From an optimization exercise on the open Yosys and OpenROAD flow, aimed at small area; shortcuts taken in it are not production practice.
Where RTL was checked, it was by simulation tests only, not by an equivalence proof against the original.
Only the layout flow was run in runs 1 and 2; the RTL was not checked for function there.
No activity file was given, so power comes from the tool's default toggle rates.

`design/flow/run.sh`:
```
#!/bin/bash
# synth_recipe.tcl (not shown) runs the flow's synth.tcl, then flattens the netlist and writes it again
# the make line also repeats each setting of config.mk as NAME=value (left out here)
make -C /OpenROAD-flow-scripts/flow DESIGN_CONFIG=/design/flow/config.mk WORK_HOME=/design/flow/orfs CLKGATE_MAP_FILE= SYNTH_SCRIPT=/design/flow/synth_recipe.tcl finish
```
`design/flow/config.mk`:
```
export PLATFORM = sky130hd
export DESIGN_NAME = parking
export DESIGN_NICKNAME = parking
export VERILOG_FILES = /design/flow/design.v
export SDC_FILE = /design/flow/constraint.sdc
export NUM_CORES = 4
export LEC_CHECK = 0
export ABC_AREA = 1
export CAP_MARGIN = 20
export CORE_MARGIN = 2
export CORE_UTILIZATION = 40
export CTS_BUF_LIST = sky130_fd_sc_hd__clkbuf_4
export SLEW_MARGIN = 20
```
`design/flow/constraint.sdc`:
```
create_clock -name core_clock -period 20.0 [get_ports {clk}]
set_input_delay 4.0000 -clock core_clock [delete_from_list [all_inputs] [get_ports {clk}]]
set_output_delay 4.0000 -clock core_clock [all_outputs]
set_load 0.01 [all_outputs]
```
`design/flow/design.v`:
```
`timescale 1ns / 1ps
module parking(
    input clk,
    input sw,
    input rst,
    input come, place, stop_car,
    output reg full_switch,
    output [15:0] stop_place_num_light,
    input leave,
    input [3:0] outplace_carnum,
    output reg count_down, empty_switch,
    output [6:0] money,
    output reg [6:0] stop_time,
    output [127:0] car_leave_light,
    input [3:0] keyboard_val,
    input pay,
    input empty, change,
    input [3:0] initial_money,
    input [2:0] per_money,
    input [3:0] place_number,
    output [119:0] information_light,
    output [55:0] pay_light,
    input time_end,
    output reg allpay
);
    function [7:0] seg;
        input [3:0] d;
        begin
            seg[7] = 1'b1;
            seg[0] = 16'b1111110000010010 >> d;
            seg[1] = 16'b1111110001100000 >> d;
            seg[2] = 16'b1111110000000100 >> d;
            seg[3] = 16'b1111110010010010 >> d;
            seg[4] = 16'b1111111010111010 >> d;
            seg[5] = 16'b1111110010001110 >> d;
            seg[6] = 16'b1111110010000011 >> d;
        end
    endfunction
    function [15:0] seg2;
        input [6:0] v;
        reg [3:0] t;
        reg [6:0] u;
        begin
            t = v / 7'd10;
            u = v - t * 7'd10;
            seg2 = {seg(t), seg(u[3:0])};
        end
    endfunction
    reg [5:0] tb;
    wire tick = (tb == 6'd0);
    wire slot = (tb >= 6'd5) && (tb <= 6'd9);
    always @(posedge clk)
        if (rst || tb == 6'd44) tb <= 6'd0;
        else tb <= tb + 6'd1;
    reg [3:0] kv_q;
    reg t1;
    reg [7:0] haspay;
    wire key_a = keyboard_val == 4'hA;
    wire key_d = keyboard_val == 4'hD;
    wire allpay_n = key_d | (allpay & ~key_a);
    wire t1_n = t1 & ~key_a & ~key_d;
    wire add = pay & ~allpay_n & ~t1_n;
    always @(posedge clk) begin
        kv_q <= keyboard_val;
        if (rst) begin
            t1 <= 1'b0;
            haspay <= 8'd0;
            allpay <= 1'b0;
        end else if (keyboard_val != kv_q) begin
            allpay <= allpay_n;
            t1 <= t1_n | add;
            if (add) haspay <= haspay + {keyboard_val, 3'b000} + {keyboard_val, 1'b0} + keyboard_val;
        end
    end
    reg [7:0] occA, occB;           
    reg [2:0] empty_place;
    reg [3:0] initial_mon, place_num;
    reg [2:0] per;
    reg sp_v, sp_row;
    reg [2:0] sp_idx;
    reg cl_v;
    reg [6:0] m_leave, m_pay;
    reg m_sel;                       
    reg [3:0] restA_c;               
    reg [3:0] restB_c;               
    reg [1:0] pl_mode;               
    reg pay_off;
    assign money = m_sel ? m_pay : m_leave;
    wire ctl = sw & ~stop_car;
    wire idle = ctl & ~come & ~leave;
    wire do_empty = idle & empty;
    wire do_info = idle & ~change;
    wire do_come = ctl & come & ~leave;
    wire do_park = sw & come & ~full_switch & ~leave & stop_car & slot;
    wire lv = ctl & ~come & ~full_switch & leave;
    wire do_leave = lv & ~allpay;
    wire do_pay = lv & allpay & ~time_end;
    reg [6:0] cpA [0:7];
    reg [6:0] cpB [0:7];
    wire [6:0] a0 = cpA[0];
    wire [6:0] a0p;
    assign a0p[0] = ~a0[0];
    genvar g, h;
    generate
        for (h = 1; h < 7; h = h + 1) begin : inc_a0
            assign a0p[h] = a0[h] ^ (&a0[h-1:0]);
        end
        for (g = 0; g < 8; g = g + 1) begin : ctr
            wire [6:0] qa = cpA[g];
            wire [6:0] qb = cpB[g];
            wire ena = tick & occA[g] & ~(qa[6] & qa[5] & qa[1] & qa[0]);
            wire [7:0] ca;
            assign ca[0] = ena;
            for (h = 0; h < 7; h = h + 1) begin : ch
                assign ca[h+1] = ca[h] & qa[h];
            end
            always @(posedge clk) cpA[g] <= rst ? 7'd0 : qa ^ ca[6:0];
            if (g == 0) begin : b0
                wire enb = tick & occB[0] & ~(qb[6] & qb[5] & (qb[2] | (qb[1] & qb[0])));
                always @(posedge clk) cpB[g] <= rst ? 7'd0 : enb ? a0p : qb;
            end else begin : bn
                wire enb = tick & occB[g] & ~(qb[6] & qb[5] & qb[1] & qb[0]);
                wire [7:0] cb;
                assign cb[0] = enb;
                for (h = 0; h < 7; h = h + 1) begin : ch
                    assign cb[h+1] = cb[h] & qb[h];
                end
                always @(posedge clk) cpB[g] <= rst ? 7'd0 : qb ^ cb[6:0];
            end
        end
    endgenerate
    wire [7:0] occA_i = do_empty ? 8'd0 : occA;
    wire [7:0] occB_i = do_empty ? 8'd0 : occB;
    wire [7:0] cmask = (place_number >= 4'd8) ? 8'hFF : ~(8'hFF << place_number[2:0]);
    wire [7:0] freeA = ~occA_i & cmask;
    wire [7:0] freeB = ~occB_i & cmask;
    wire [3:0] restA = freeA[0] + freeA[1] + freeA[2] + freeA[3] + freeA[4] + freeA[5] + freeA[6] + freeA[7];
    wire [3:0] restB = freeB[0] + freeB[1] + freeB[2] + freeB[3] + freeB[4] + freeB[5] + freeB[6] + freeB[7];
    wire [7:0] occR = place ? occA : occB;
    reg [2:0] ff;
    always @* begin
        casez (occR)
            8'b???????0: ff = 3'd0;
            8'b??????01: ff = 3'd1;
            8'b?????011: ff = 3'd2;
            8'b????0111: ff = 3'd3;
            8'b???01111: ff = 3'd4;
            8'b??011111: ff = 3'd5;
            8'b?0111111: ff = 3'd6;
            default:     ff = 3'd7;
        endcase
    end
    wire rfull = &occR;
    wire [2:0] ep_n = rfull ? empty_place : ff;
    wire [2:0] ox = outplace_carnum[2:0];
    wire ovalid = ~outplace_carnum[3];
    wire [7:0] occL = place ? occA : occB;
    wire occ_l = occL[ox];
    wire [6:0] cp_l = place ? cpA[ox] : cpB[ox];
    wire [3:0] units = (cp_l > 7'd10) ? 4'd10 : cp_l[3:0];
    wire [6:0] fee = initial_mon + per * units;
    wire taken = ovalid & occ_l;
    wire [6:0] money_lv = taken ? fee : money;
    wire [7:0] diff = haspay - {1'b0, money};
    wire short = {1'b0, money} < haspay;
    wire do_settle = do_pay & ~pay_off;
    wire pay_set = do_settle & ~short & ovalid;
    integer k;
    always @(posedge clk) begin
        if (rst) begin
            occA <= 8'd0;
            occB <= 8'd0;
            full_switch <= 1'b0;
            initial_mon <= 4'd9;
            place_num <= 4'd8;
            per <= 3'd5;
            empty_place <= 3'd0;
            count_down <= 1'b0;
            empty_switch <= 1'b0;
            stop_time <= 7'd0;
            sp_v <= 1'b0;
            sp_row <= 1'b0;
            sp_idx <= 3'd0;
            cl_v <= 1'b0;
            m_leave <= 7'd0;
            m_pay <= 7'd0;
            m_sel <= 1'b0;
            restA_c <= 4'd15;
            restB_c <= 4'd8;
            pl_mode <= 2'd0;
            pay_off <= 1'b0;
        end else begin
            if (do_empty) begin
                occA <= 8'd0;
                occB <= 8'd0;
            end
            if (do_info) begin
                initial_mon <= initial_money;
                place_num <= place_number;
                per <= per_money;
                restA_c <= (restB == 4'd8) ? 4'd8 : restA;
                if (restB != 4'd8) restB_c <= restB;
            end
            if (do_come) begin
                empty_place <= ep_n;
                full_switch <= rfull | ({1'b0, ep_n} >= place_num);
            end
            if (do_park) begin
                if (place) occA[empty_place] <= 1'b1;
                else occB[empty_place] <= 1'b1;
                sp_v <= 1'b1;
                sp_row <= place;
                sp_idx <= empty_place;
            end
            if (do_leave) begin
                empty_switch <= ovalid & ~occ_l;
                if (taken) stop_time <= cp_l;
                m_leave <= money_lv;
                m_sel <= 1'b0;
                count_down <= ~count_down;
                pay_off <= 1'b0;
                cl_v <= 1'b1;
            end
            if (do_pay) begin
                if (pay_off) pl_mode <= 2'd1;
                else begin
                    m_pay <= diff[6:0];
                    m_sel <= 1'b1;
                    if (short) begin
                        pl_mode <= 2'd2;
                        count_down <= ~count_down;
                    end else begin
                        pl_mode <= 2'd3;
                        pay_off <= 1'b1;
                    end
                end
            end
            if (pay_set) begin
                if (place) occA[ox] <= 1'b1;
                else occB[ox] <= 1'b1;
            end
        end
    end
    assign stop_place_num_light = sp_v ? {sp_row ? 8'b10001000 : 8'b10000011, seg({1'b0, sp_idx})} : 16'd0;
    assign car_leave_light = cl_v ? {32'b10000111_11110000_11001000_10000110, 8'b11111111, seg2(stop_time),
                                     8'b01111111, 40'b11001000_10100011_10101011_10000110_10010001, 8'b11111111,
                                     seg2(m_leave)} : 128'd0;
    wire info_v = restA_c != 4'd15;
    assign information_light = info_v ? {8'b10001000, seg(restA_c), 8'b11111111, 8'b10000011,
                                         restB_c[3] ? 8'd0 : seg(restB_c), 8'b11111111,
                                         16'b10110110_10000111, seg(initial_mon), 8'b11111111,
                                         16'b10000110_10001000, seg({1'b0, per})} : 120'd0;
    assign pay_light = (pl_mode == 2'd0) ? 56'd0 :
                       (pl_mode == 2'd1) ? 56'b10000111_11110000_11001000_10000110_10000110_10101011_10100001 :
                       {pl_mode[0] ? 40'b10000011_10001000_11000110_10001010_11111111
                                   : 40'b10101011_10000110_10000110_10100001_11111111, seg2(m_pay)};
endmodule
```
==> results of run 1 <==
## metrics by stage
| stage | total power, uW | std cells |
|---|---|---|
| 6_report | 1000 | 2926 |
| 5_1_grt | 1070 | 2926 |
| 4_1_cts | 1020 | 2924 |
| 3_5_place_dp | 637 | 2828 |
| 3_3_place_gp | 633 | 2828 |
| 2_1_floorplan | 596 | 2317 |
## cell type report
class / count / area share
tap: 525 / 0.0350
clock inverter: 12 / 0.00401
inverter: 333 / 0.0667
clock buffer: 84 / 0.0336
antenna: 2 / 0.000267
sequential: 204 / 0.218
timing repair buffer: 277 / 0.147
multi-input combinational: 1489 / 0.496
## cell usage in the layout (no fill, tap or decap), types with 6 or more instances in the layout
cell             netlist  routed
nor2_2                 7       7
inv_1                325     325
o211ai_1              17      17
conb_1                 1      98
clkbuf_4               0      84
nand2_4                8       8
nor4_1                 6       6
a31oi_1               17      17
o21ai_0              120     120
nand3_1               86      86
o221ai_1               9       9
nand4_1               17      17
clkinv_1               3      11
a21oi_1              142     142
xnor2_1               26      26
dfxtp_1              204     203
clkdlybuf4s50_1        0     268
xor2_1                16      16
buf_4                237       9
nand2_2               19      19
or2_2                 13      13
nand2_1              313     313
a41oi_1               15      15
nor3_1                13      12
ha_1                 223     223
fa_1                  23      23
nor2_1               251     251
## cells by family after synthesis
logic type,share of synthesized area
AOI/OAI and AO/OA,0.127
xor gates and xnor gates,0.0227
adders and majority gates,0.200
buffers and inverters,0.200
DFF,0.252
muxes,0.00185
other,0.000231
and+or+nand+nor,0.197
## state kept, by name, summed over array words and instances (netlist names), 6 cells and up
register / count
m_leave: 7
occB: 8
stop_time: 7
occA: 8
cpA: 56
m_pay: 7
haspay: 8
tb: 6
cpB: 56
## metal layers
layer	track usage	part of all wire	vias up
met2	0.354	0.49	389
met3	0.0276	0.043	95
met5	0	0	-
met1	0.243	0.43	6299
li1	-	-	7107
met4	0.0861	0.039	0
## report_power, final
part / internal, uW / switching (uW) / leakage [uW]
Sequential: 412 / 6.71 / 0.00165
Clock: 202 / 173 / 0.000425
Combinational: 86.2 / 122 / 0.00678
## worst max-delay path by stage
| stage | from | to | slack [ns] | cells past startpoint |
|---|---|---|---|---|
| after floorplan | outplace_carnum[0] | m_leave[6] | 11.58 | 28 |
| after global placement | outplace_carnum[0] | m_leave[6] | 10.58 | 26 |
| after detailed placement | outplace_carnum[0] | m_leave[6] | 10.50 | 26 |
| after CTS | stop_time[5] | car_leave_light[77] | 11.00 | 23 |
| after global routing | outplace_carnum[2] | m_leave[6] | 10.63 | 27 |
| final | stop_time[5] | car_leave_light[77] | 11.08 | 23 |
## worst max-delay path, stage by stage (launching register included)
cell and delay [ns]:
dfxtp_1 0.40, o21ai_2 0.35, nand2_1 0.20, nand2_4 0.16, inv_2 0.09, nand2_1 0.06
nand2_1 0.09, inv_1 0.08, nand2_2 0.07, nand2_4 0.14, inv_1 0.13, ha_1 0.29
nand2_1 0.06, nand3_2 0.10, nand2_2 0.11, ha_1 0.21, fa_1 0.36, inv_1 0.07
xor2_1 0.22, nand3_1 0.14, nand3_1 0.11, nand2_2 0.10, nor2_1 0.13, clkdlybuf4s50_1 0.55
==> notes.md, run 1 <==
The worst slew margin relative to its limit came out at 0.341. Counting flops with a built-in enable in the synthesized netlist gives 0. Yosys printed 3 warnings. The post-cts repair resize count came out at 0.

The half-perimeter wire length after detailed placement is 34.6 mm. The fraction of final layout cells sized beyond drive strength 1 came out at 0.0675. The number of H-tree levels came out at 2.

Once placement finished, the instance area stood at 18000 sq um. The initial antenna violation count came out at 2. CTS placed an instance of clkbuf_4 at the clock tree root. Port buffering added 269 buffers. The beginning of the worst register-to-register path is cpB[7][5]. The number of endpoints with negative hold slack in the final report came out at 0. The terminating pin of the worst hold path is haspay[7]. Summed over all instances, the cell type with the most area after synthesis is dfxtp_1. The number of rows created at floorplan came out at 73.

Summing all multi-input logic gate instances after layout gives 9290 sq um. Global routing finished with a remaining overflow of 0. Along the worst hold path, the cell count comes to 1. The worst path required time came out at 16.00 ns. The largest vdd supply drop is 0.0000428 V. The chip width is 205 um. The maximum number of buffers from clock root to sink is 3. The part of the Yosys area used for sequential elements came out at 0.252. The post-route standard cell area excluding fillers came out at 18700 sq um.

The reg-to-reg setup timing slack is 15.64 ns. The actual transition at the worst max-transition pin is 0.981 ns. The die covers 42200 sq um.

Timing would allow up to 112 MHz. For this run, the leading register cell type out of synthesis is dfxtp_1. The min-delay analysis places its worst path in the category register to register. Clock skew on the completed layout was measured at 0.0280 ns. By instance count, the leading cell after synthesis is inv_1. The number of maximum-capacitance violations came out at 0.

Wires add up to 43.1 mm. The initial core utilization is 0.407. The run finished with no timing, DRC or antenna violations. The clock net sink count came out at 204. The register area came out at 4090 sq um. The final period utilization came out at 0.446. The I/O pin total came out at 368.

The number of search-and-repair iterations in the first detailed-routing pass is 5. The count of cell types in the netlist came out at 52. The startpoint-to-endpoint class of the critical path is register to primary output. The clock slew at the register clock pins of the worst setup and hold paths came out at 0.06 ns. The number of buffers inserted to repair setup after CTS came out at 0. The DRC marker count from the first detailed-route iteration is 748. The final-report setup violation count came out at 0. The post-place setup slack came out at 10.50 ns.

The post-route minimum period is 8.92 ns. The startpoint type of the worst setup path is a register. The first-pass GRT wire length came out at 67.2 mm. The static leakage is 0.00885 uW.

The number of buffers inserted by hold repair at cts came out at 0. The fraction of registers with async set or reset after synthesis is 0. The mean instance size in the synthesized netlist is 7.31 sq um. The total area inside the core boundary comes to 39900 sq um. Setup repair after global routing left no endpoint under its margin. The startpoint identified for the worst hold timing path is haspay[7].

The area growth from synthesis to final layout came out at 15.4%. At the end of the flow the core is filled with cells to 0.470. TritonCTS created 56 clock buffers. Sorting the synthesized cells by how often they occur yields inv_1, nand2_1, nor2_1, buf_4, ha_1. In the final routed layout, each cell accounts on average for 14.7 um. The detailed-route DRC error count came out at 0. The synthesized netlist occupies a cell area of 16200 sq um. The clock tree from TritonCTS is built. The maximum number of pins on one net before global-route repair came out at 84. The length in cells of the worst reg-to-reg path is 25. The via count of the first global-routing pass came out at 12900. The congestion estimate from routability-driven global placement came to 0.874.

The detailed-route vias per instance came out at 4.75. From bottom edge to top edge, the die measures 205 um. In the post-synthesis netlist, the biggest area contributors are dfxtp_1, ha_1, buf_4, inv_1, nand2_1. The worst hold slack came out at 0.455 ns. The endpoint of the worst-slack reg-to-reg timing path is m_leave[6]. The insertion delay to the later sink of the worst-skew pair came out at 0.70 ns. In this run, synthesis produced a sequential element count of 204. The setup TNS came out at 0 ns. The critical path arrival is 4.92 ns.

The final worst setup slack came out at 11.08 ns. The net total in the final layout is 2637. The count of mapped cells out of synthesis came out at 2220. The routed layout has 13900 vias. In this run the remaining antenna-violating nets after routing total 0. The number of fillers in the final layout came out at 4028. The power density over the cells is 53.5 nW/um^2. The nature of the critical path endpoint is a primary output. Along the worst path, the maximum fanout reaches 9. The area share of the largest cell type after synthesis is 0.252. Across every metal layer, demand over resource in global routing totals 0.201. The max-slew violation count is 0.
==> inputs of run 2 (changes only) <==
==> design/flow/flow/run.sh (new file) <==
#!/bin/bash
# The standard layout, with the port buffers made from the smallest buffer cell.
set -euo pipefail
bash standard.sh BUFFER_PORTS_ARGS="-buffer_cell sky130_fd_sc_hd__buf_1" > standard.log 2>&1
==> design/flow/standard.sh (new file) <==
#!/bin/bash
# synth_recipe.tcl (not shown) runs the flow's synth.tcl, then flattens the netlist and writes it again
# the make line also repeats each setting of config.mk as NAME=value (left out here)
make -C /OpenROAD-flow-scripts/flow DESIGN_CONFIG=/design/flow/config.mk WORK_HOME=/design/flow/orfs CLKGATE_MAP_FILE= SYNTH_SCRIPT=/design/flow/synth_recipe.tcl "${@:-finish}"
removed: design/flow/run.sh
==> notes.md, run 2 <==
The detailed-route vias per instance came out at 4.77 (+0.46%). The clock slew at the register clock pins of the worst setup and hold paths is 0.06 ns (about the same). The total core area came to 39900 sq um (unchanged). In this run the worst hold path is classified as register to register. The first-pass GRT wire length came to 65.0 mm (-3.3%).

The critical path launch point is outplace_carnum[2]. The final period utilization is 0.428 (-0.0185). The largest registers in the layout are cpA x56, cpB x56. The post-route minimum period came out at 8.55 ns (-0.370 ns). The static leakage is 0.00825 uW (-6.9%). The critical path arrival came to 9.12 ns (+4.20 ns).

The number of enable flip-flop cells after synthesis was 0 (unchanged). The area growth from synthesis to final layout is 5.21%. The number of buffers inserted to repair setup after CTS was 0 (unchanged). The insertion delay to the later sink of the worst-skew pair came to 0.71 ns (about the same).

The highest clock frequency the design can meet is 117 MHz (+4.3%). The mean instance size in the synthesized netlist was 7.31 sq um (unchanged). The final routed wire length divided by cell count came out at 14.3 um (-3.3%). The count of synthesis-stage warnings from yosys is 3 (unchanged). The clock tree from TritonCTS is built.

The chip width is 205 um (unchanged). The post-synthesis sequential element count came out at 204 (unchanged). The residual antenna-violating net count after detailed routing is 0 (unchanged). The commonest cells after synthesis are inv_1, nand2_1, nor2_1, buf_4, ha_1. The worst slew margin relative to its limit came to 0.376 (+0.0354).

The library cell used most frequently in the layout, excluding fill and tap cells, is inv_1. The wire length on met1 is 18.6 mm (+0.76%). The net total in the final layout was 2638 (+0.038%). The detailed-route DRC error count came out at 0 (unchanged). The critical path is of the primary input to register type. Of all cell types, the one taking the most synthesized area is dfxtp_1. The worst setup path is captured at a register.

The tree is rooted in a clkbuf_4. The total die area came out at 42200 sq um (unchanged). The final worst setup slack came out at 11.45 ns (+0.370 ns).

The highest net fanout along the worst path is 26 (+17). The number of fillers in the final layout came to 4144 (+2.9%). The startpoint identified for the worst register-to-register timing path is cpA[1][6]. The area share of the largest cell type after synthesis is 0.252 (unchanged).

The total global-route track usage came out at 0.193 (-0.00821). The worst path required time is 20.57 ns (+4.57 ns). The mapped cell area came to 16200 sq um (unchanged). The number of buffers added on ports came to 269 (unchanged).

The initial core utilization came out at 0.407 (unchanged). The most frequently used flop master after synthesis is dfxtp_1. By area the synthesized netlist is led by dfxtp_1, ha_1, buf_4, inv_1, nand2_1.

The half-perimeter wire length after detailed placement is 33.3 mm (-3.7%). The number of maximum-capacitance violations was 0 (unchanged). The worst hold slack came to 0.455 ns (-0.000387 ns).

The number of H-tree levels is 2 (unchanged). The part of the Yosys area used for sequential elements was 0.252 (unchanged). The via count came out at 14000 (+0.60%).

The final-report setup violation count came out at 0 (unchanged). The run finished with no timing, DRC or antenna violations. In the post-synthesis netlist, the cell with the most instances is inv_1. The number of rows created at floorplan was 73 (unchanged). The actual transition at the worst max-transition pin is 0.924 ns (-0.0576 ns). The length of routed met2 wiring came out at 20.0 mm (-5.3%). The placer congestion estimate came out at 0.925 (+5.9%). The post-route clock skew came out at 0.0395 ns (+0.0115 ns).

The DRC marker count from the first detailed-route iteration came to 912 (+22%). The maximum number of buffers from clock root to sink is 3 (unchanged). The number of clock buffers inserted by TritonCTS came to 56 (unchanged).

The number of buffers inserted by hold repair at cts is 0 (unchanged). The reg-to-reg setup timing slack is 15.71 ns (+0.07 ns). The max-slew violation count was 0 (unchanged). The residual overflow from global routing came to 0 (unchanged). The largest vdd supply drop came out at 0.0000497 V (+16%). The via count of the first global-routing pass came out at 12700 (-1.0%). The detailed-route wire length is 41.8 mm (-3.2%). The die height came to 205 um (unchanged). The setup TNS is 0 ns (unchanged). The fraction of final layout cells sized beyond drive strength 1 is 0.0683 (+0.000748). The startpoint type of the worst setup path is a primary input. The initial antenna violation count is 1 (-1). The count of mapped cells out of synthesis came to 2220 (unchanged). The maximum number of pins on one net before global-route repair is 68 (-19%). The number of search-and-repair iterations in the first detailed-routing pass came out at 7 (+2).

The top cell types in the final layout, fill and taps aside, are inv_1, nand2_1, buf_1. The I/O pin total is 368 (unchanged). The post-cts repair resize count is 0 (unchanged). The number of endpoints with negative hold slack in the final report was 0 (unchanged).

The clock net sink count was 204 (unchanged). The met3 wire length came out at 2.22 mm (+18%). The post-place setup slack came out at 10.85 ns (+0.346 ns). Setup repair after global routing left no endpoint under its margin. The post-route total power is 991 uW (-1.1%). The highest metal layer used by the detailed router is met4. The power density over the cells is 58.0 nW/um^2 (+8.5%). The startpoint of the tightest hold check path is cl_v. The count of cell types in the netlist is 52 (unchanged). The fraction of registers with async set or reset after synthesis came out at 0 (unchanged).
## run 2: cell counts after synthesis
Identical to the previous run, type by type.
## run 2: cells by family after synthesis
kind of cell,synth area share
AO/OA/AOI/OAI,0.127
XOR/XNOR,0.0227
adder cells (fa/ha/maj),0.200
buffers and inverters,0.200
flip-flops,0.252
multiplexers,0.00185
other,0.000231
AND/OR/NAND/NOR,0.197
## run 2: cell type report
cell class / instances / area [sq um] / share of cell area
multi-input cells: 1489 / 9280 / 0.543
flip-flops and latches: 204 / 4090 / 0.239
clock buffers: 86 / 646 / 0.0378
diodes: 3 / 7.51 / 0.000439
well taps: 525 / 657 / 0.0385
repair buffers: 278 / 1080 / 0.0634
inverters: 333 / 1250 / 0.0732
clock inverters: 12 / 72.6 / 0.00425
## run 2: critical path: stages
cell	delay [ns]
buf_1	0.44
inv_1	0.21
nand2_1	0.16
nor2_1	0.10
inv_1	0.60
o211ai_1	0.18
o221ai_1	0.22
nand2_1	0.07
inv_1	0.09
nand2_1	0.06
nor2_1	0.24
nand2_1	0.20
nor2_1	0.16
nand2_1	0.09
fa_1	0.51
inv_1	0.05
fa_1	0.45
ha_1	0.36
a21oi_1	0.16
nand2_1	0.10
a21oi_1	0.14
nor2_1	0.05
nor2_1	0.10
xor2_1	0.15
nand2_1	0.06
o211ai_1	0.08
a21oi_1	0.08
## run 2: layer usage
metal | up-vias | track usage
li1 | 7102 | -
met1 | 6413 | 0.246
met2 | 386 | 0.329
met3 | 72 | 0.0344
met4 | 0 | 0.0586
met5 | - | 0
## run 2: worst paths after layout
kind / to / cells past startpoint
max: m_leave[6] / 27
min: cl_v / 1
max reg2reg: m_leave[6] / 25
min reg2reg: cl_v / 1
## run 2: power breakdown
group	switching [uW]	leakage (uW)	internal, uW	total (uW)
Combinational	124	0.00617	63.6	187
Sequential	6.43	0.00165	412	419
Clock	179	0.000429	206	385
Total	309	0.00825	682	991
## run 2: through the flow
stage	util	instances	cell area [sq um]
after floorplan	-	2317	16600
after global placement	0.410	2829	16400
after detailed placement	0.410	2829	16400
after CTS	0.428	2927	17100
after global routing	0.428	2929	17100
final	0.428	2930	17100
==> inputs of run 3 (changes only) <==
--- a/design/flow/design.v
+++ b/design/flow/design.v
@@ -75,2 +75,4 @@
     reg [7:0] occA, occB;           
+    reg [6:0] cpA [0:7];
+    reg [6:0] cpB [0:7];
     reg [2:0] empty_place;
@@ -97,36 +99,2 @@
     wire do_pay = lv & allpay & ~time_end;
-    reg [6:0] cpA [0:7];
-    reg [6:0] cpB [0:7];
-    wire [6:0] a0 = cpA[0];
-    wire [6:0] a0p;
-    assign a0p[0] = ~a0[0];
-    genvar g, h;
-    generate
-        for (h = 1; h < 7; h = h + 1) begin : inc_a0
-            assign a0p[h] = a0[h] ^ (&a0[h-1:0]);
-        end
-        for (g = 0; g < 8; g = g + 1) begin : ctr
-            wire [6:0] qa = cpA[g];
-            wire [6:0] qb = cpB[g];
-            wire ena = tick & occA[g] & ~(qa[6] & qa[5] & qa[1] & qa[0]);
-            wire [7:0] ca;
-            assign ca[0] = ena;
-            for (h = 0; h < 7; h = h + 1) begin : ch
-                assign ca[h+1] = ca[h] & qa[h];
-            end
-            always @(posedge clk) cpA[g] <= rst ? 7'd0 : qa ^ ca[6:0];
-            if (g == 0) begin : b0
-                wire enb = tick & occB[0] & ~(qb[6] & qb[5] & (qb[2] | (qb[1] & qb[0])));
-                always @(posedge clk) cpB[g] <= rst ? 7'd0 : enb ? a0p : qb;
-            end else begin : bn
-                wire enb = tick & occB[g] & ~(qb[6] & qb[5] & qb[1] & qb[0]);
-                wire [7:0] cb;
-                assign cb[0] = enb;
-                for (h = 0; h < 7; h = h + 1) begin : ch
-                    assign cb[h+1] = cb[h] & qb[h];
-                end
-                always @(posedge clk) cpB[g] <= rst ? 7'd0 : qb ^ cb[6:0];
-            end
-        end
-    endgenerate
     wire [7:0] occA_i = do_empty ? 8'd0 : occA;
@@ -172,2 +140,6 @@
             occB <= 8'd0;
+            for (k = 0; k < 8; k = k + 1) begin
+                cpA[k] <= 7'd0;
+                cpB[k] <= 7'd0;
+            end
             full_switch <= 1'b0;
@@ -192,2 +164,9 @@
         end else begin
+            if (tick) begin
+                for (k = 0; k < 8; k = k + 1) begin
+                    if (occA[k] && cpA[k] != 7'd99) cpA[k] <= cpA[k] + 7'd1;
+                    if (k != 0 && occB[k] && cpB[k] != 7'd99) cpB[k] <= cpB[k] + 7'd1;
+                end
+                if (occB[0] && cpB[0] < 7'd99) cpB[0] <= cpA[0] + 7'd1;
+            end
             if (do_empty) begin
==> design/flow/run.sh (new file) <==
#!/bin/bash
# synth_recipe.tcl (not shown) runs the flow's synth.tcl, then flattens the netlist and writes it again
# the make line also repeats each setting of config.mk as NAME=value (left out here)
make -C /OpenROAD-flow-scripts/flow DESIGN_CONFIG=/design/flow/config.mk WORK_HOME=/design/flow/orfs CLKGATE_MAP_FILE= SYNTH_SCRIPT=/design/flow/synth_recipe.tcl finish
--- a/design/flow/config.mk
+++ b/design/flow/config.mk
@@ -7,3 +7,2 @@
 export LEC_CHECK = 0
-export ABC_AREA = 1
 export CAP_MARGIN = 20
@@ -11,3 +10,2 @@
 export CORE_UTILIZATION = 40
-export CTS_BUF_LIST = sky130_fd_sc_hd__clkbuf_4
 export SLEW_MARGIN = 20
removed: design/flow/flow/run.sh
removed: design/flow/standard.sh
==> notes.md, run 3 <==
The run finished with no timing, DRC or antenna violations. The portion of total power attributed to combinational logic is 0.206 (+0.017). The residual overflow from global routing was 0 (unchanged). The highest net fanout along the worst path came out at 10 (-62%). Among all cell types in the netlist, the one instantiated most often is buf_4. The number of buffers inserted to repair setup after CTS is 0 (unchanged).

The commonest cells after synthesis are buf_4, nor2_1, dfxtp_1, ha_1, nand2_1. The power density over the cells came to 55.9 nW/um^2 (-3.6%). The count of mapped cells out of synthesis came out at 2136 (-3.8%).

The number of clock buffers inserted by TritonCTS came to 24 (-57%). The total core area was 42100 sq um (+5.6%). The max-slew violation count was 0 (unchanged). The number of rows created at floorplan came out at 75 (+2.7%).

The post-route clock skew came out at 0.0265 ns (-0.0130 ns). Leaving out fill and tap cells, the most frequent cell in the layout is clkdlybuf4s50_1. The die height is 211 um (+2.7%).

The fraction of power spent switching nets is 0.289 (-0.0232). The standard cell area after detailed placement is 18800 sq um (+15%). The number of endpoints with negative hold slack in the final report is 0 (unchanged). The initial core utilization is 0.407 (+0.000486). In the layout the commonest cells are clkdlybuf4s50_1, nor2_1, dfxtp_1. The static leakage came to 0.00779 uW (-5.5%). The largest registers in the layout are cpA x56, cpB x56.

The number of maximum-capacitance violations came out at 0 (unchanged). The detailed-route vias per instance is 5.31 (+11%). The DRC marker count from the first detailed-route iteration is 1017 (+12%). The detailed-route wire length was 45.5 mm (+8.9%). The post-route minimum period was 10.22 ns (+1.67 ns). The worst hold-check path type is register to register. The highest clock frequency the design can meet came out at 97.9 MHz (-16%). The clock group share of total power came out at 0.410 (+0.021).

The final routed wire length divided by cell count came out at 16.5 um (+16%). The count of cell types in the netlist is 80 (+54%). The worst setup path is launched from a register. The net total in the final layout is 2398 (-9.1%). The residual antenna-violating net count after detailed routing is 0 (unchanged). The share of total power in sequential cells came out at 0.384 (-0.038).

The number of search-and-repair iterations in the first detailed-routing pass was 6 (-1). The placer congestion estimate is 0.924 (-0.12%). Summed over all instances, the cell type with the most area after synthesis is dfxtp_1. The worst setup path is captured at a primary output. The total global-route track usage is 0.195 (+0.00280). The chip width was 211 um (+2.7%). The tree is rooted in a clkbuf_16. The half-perimeter wire length after detailed placement was 34.9 mm (+4.9%). The fraction of final layout cells sized beyond drive strength 1 came out at 0.0402 (-0.0281). The maximum number of pins on one net before global-route repair is 122 (+79%). The internal power consumption is 780 uW (+14%). The I/O pin total came to 368 (unchanged). The post-cts repair resize count is 0 (unchanged). The number of enable flip-flop cells after synthesis came out at 0 (unchanged). The final-report setup violation count came out at 0 (unchanged). The number of buffers added on ports is 269 (unchanged). The via count of the first global-routing pass came out at 13400 (+5.4%). The critical path arrival is 6.22 ns (-2.90 ns). The worst path required time came out at 16.00 ns (-4.57 ns). Setup repair after global routing left no endpoint under its margin. The final period utilization came out at 0.511 (+0.0834).

The clock slew at the register clock pins of the worst setup and hold paths is 0.06 ns (about the same). The detailed-route DRC error count is 0 (unchanged). The maximum number of buffers from clock root to sink is 3 (unchanged). The fraction of registers with async set or reset after synthesis came out at 0 (unchanged). TritonCTS built the clock tree. The post-synthesis sequential element count came out at 204 (unchanged). The area growth from synthesis to final layout came out at 14.2%. The total die area came to 44600 sq um (+5.6%).

The most used flip-flop cell after synthesis is dfxtp_1. The post-route standard cell area excluding fillers is 19600 sq um (+15%). The insertion delay to the later sink of the worst-skew pair is 0.55 ns (-0.16 ns).

The part of the Yosys area used for sequential elements came out at 0.238 (-0.0135). The clock net sink count is 204 (unchanged). The mean instance size in the synthesized netlist came to 8.03 sq um (+9.8%). The worst slew margin relative to its limit is 0.342 (-0.0343). The first-pass GRT wire length came out at 71.3 mm (+9.8%). The initial antenna violation count came out at 1 (unchanged). The setup path with the least slack is of type register to primary output. Sorting the synthesized cells by area gives the leading types as dfxtp_1, ha_1, buf_4, nor2_1, xor2_1. The via count is 14600 (+4.7%).

The area share of the largest cell type after synthesis came out at 0.238 (-0.0135). The reg-to-reg setup timing slack came to 15.44 ns (-0.27 ns). The number of H-tree levels came out at 1 (-1). The largest vdd supply drop is 0.0000564 V (+14%). The count of synthesis-stage warnings from yosys is 3 (unchanged). The net switching power came out at 317 uW (+2.4%).

The setup TNS was 0 ns (unchanged). The number of buffers inserted by hold repair at cts is 0 (unchanged). The mapped cell area is 17200 sq um (+5.7%). The actual transition at the worst max-transition pin came out at 0.987 ns (+0.0635 ns).
==> run 3: cell types whose count changed after synthesis, sizes merged, moves of 35 or more <==
| cell | previous run | this run |
|---|---|---|
| and3 | 1 | 36 |
| ha | 223 | 145 |
| inv | 330 | 102 |
| mux2i | 3 | 63 |
| nand2 | 340 | 139 |
| nand2b | 0 | 42 |
| nor2 | 258 | 214 |
| nor2b | 0 | 38 |
| o21ai | 124 | 84 |
| xor2 | 16 | 87 |
==> run 3: final cells by class <==
type | instances | area (sq um)
Fill cell | 4148 | 22500
Antenna cell | 1 | 2.50
Inverter | 102 | 383
Tap cell | 539 | 674
Clock inverter | 5 | 63.8
Clock buffer | 37 | 759
Multi-Input combinational cell | 1589 | 10900
Timing Repair Buffer | 279 | 2760
Sequential cell | 204 | 4090
==> run 3: per-stage QoR <==
| step | total power [uW] | instances | util | hold slack [ns] | setup slack (ns) |
|---|---|---|---|---|---|
| floorplan | 611 | 2233 | - | 0.436 | 11.47 |
| global placement | 648 | 2713 | 0.445 | 0.439 | 10.15 |
| detailed placement | 655 | 2713 | 0.445 | 0.449 | 9.97 |
| CTS | 1110 | 2755 | 0.465 | 0.457 | 9.75 |
| global route | 1150 | 2756 | 0.465 | 0.476 | 9.30 |
| finish | 1100 | 2756 | 0.465 | 0.456 | 9.78 |
==> run 3: power by group through the flow <==
| stage | registers [uW] | clock network [uW] | logic [uW] |
|---|---|---|---|
| global placement | 429 | 0 | 219 |
| global route | 421 | 480 | 252 |
| floorplan | 427 | 0 | 185 |
| finish | 421 | 450 | 226 |
| CTS | 420 | 463 | 226 |
| detailed placement | 429 | 0 | 225 |
==> run 3: per-layer routing <==
metal / global-route usage / vias up / part of all wire
met4: 0.0610 / 0 / 0.027
li1: - / 7213 / -
met2: 0.342 / 411 / 0.49
met3: 0.0257 / 82 / 0.049
met1: 0.248 / 6921 / 0.43
met5: 0 / - / 0
==> run 3: cells by family (layout without fill, tap and decap cells) <==
group / Yosys count / after routing / synth area share
flops: 204 / 204 / 0.238
xor+xnor: 126 / 126 / 0.0647
simple gates: 711 / 711 / 0.207
other cells: 1 / 99 / 0.000219
mux: 75 / 75 / 0.0466
fa+ha+maj: 170 / 170 / 0.134
buf+inv: 440 / 423 / 0.151
compound gates: 409 / 409 / 0.159
==> run 3: final timing paths <==
check,start,to,cells past startpoint
worst max-delay path,m_pay[6],pay_light[4],17
worst min register to register,empty_switch,empty_switch,2
worst max register to register,cpA[2][3],m_leave[6],16
worst min-delay path,empty_switch,empty_switch,2
==> run 3: critical path: stages, from the launching register on <==
cell	delay [ns]
dfxtp_1	0.49
nor2b_1	0.41
o21ai_0	0.16
a21oi_1	0.42
inv_1	0.24
ha_1	0.35
nor2b_1	0.19
o22ai_1	0.11
a211oi_2	0.59
inv_1	0.19
ha_1	0.24
fa_1	0.42
and4b_1	0.20
a31o_2	0.21
a211oi_1	0.39
xnor2_1	0.29
mux2i_1	0.24
clkdlybuf4s50_1	0.55

==> what the ideal ports hide <==
In the flow no input, the clock included, has a driving cell. The finished layouts below were timed again as built, in two steps.
Step 1 sets driving cells, clkbuf_16 on the clock port and buf_2 on the other inputs (assumed; they add their load-dependent delay and slew).
Step 2 moves the port delays by t, midway between the first and last clock arrival at a register: inputs arrive t later, outputs are due t later. That takes back most of the time a late clock gives input paths.
Slacks: no drivers / after step 1 / after step 2; pairs: no drivers / after step 1.
run | t, ns | setup WS [ns] | pins driven straight from the clock port
run 1 | 0.732 | 11.080 / 11.032 / 10.365 | 1
run 2 | 0.734 | 11.450 / 11.434 / 10.705 | 1
run 3 | 0.583 | 9.782 / 9.731 / 10.190 | 1
After both steps setup and hold are still met in every run listed. The setup slack of run 2, which loses most, moves by -0.016 ns with the drivers and by -0.745 ns with both steps.
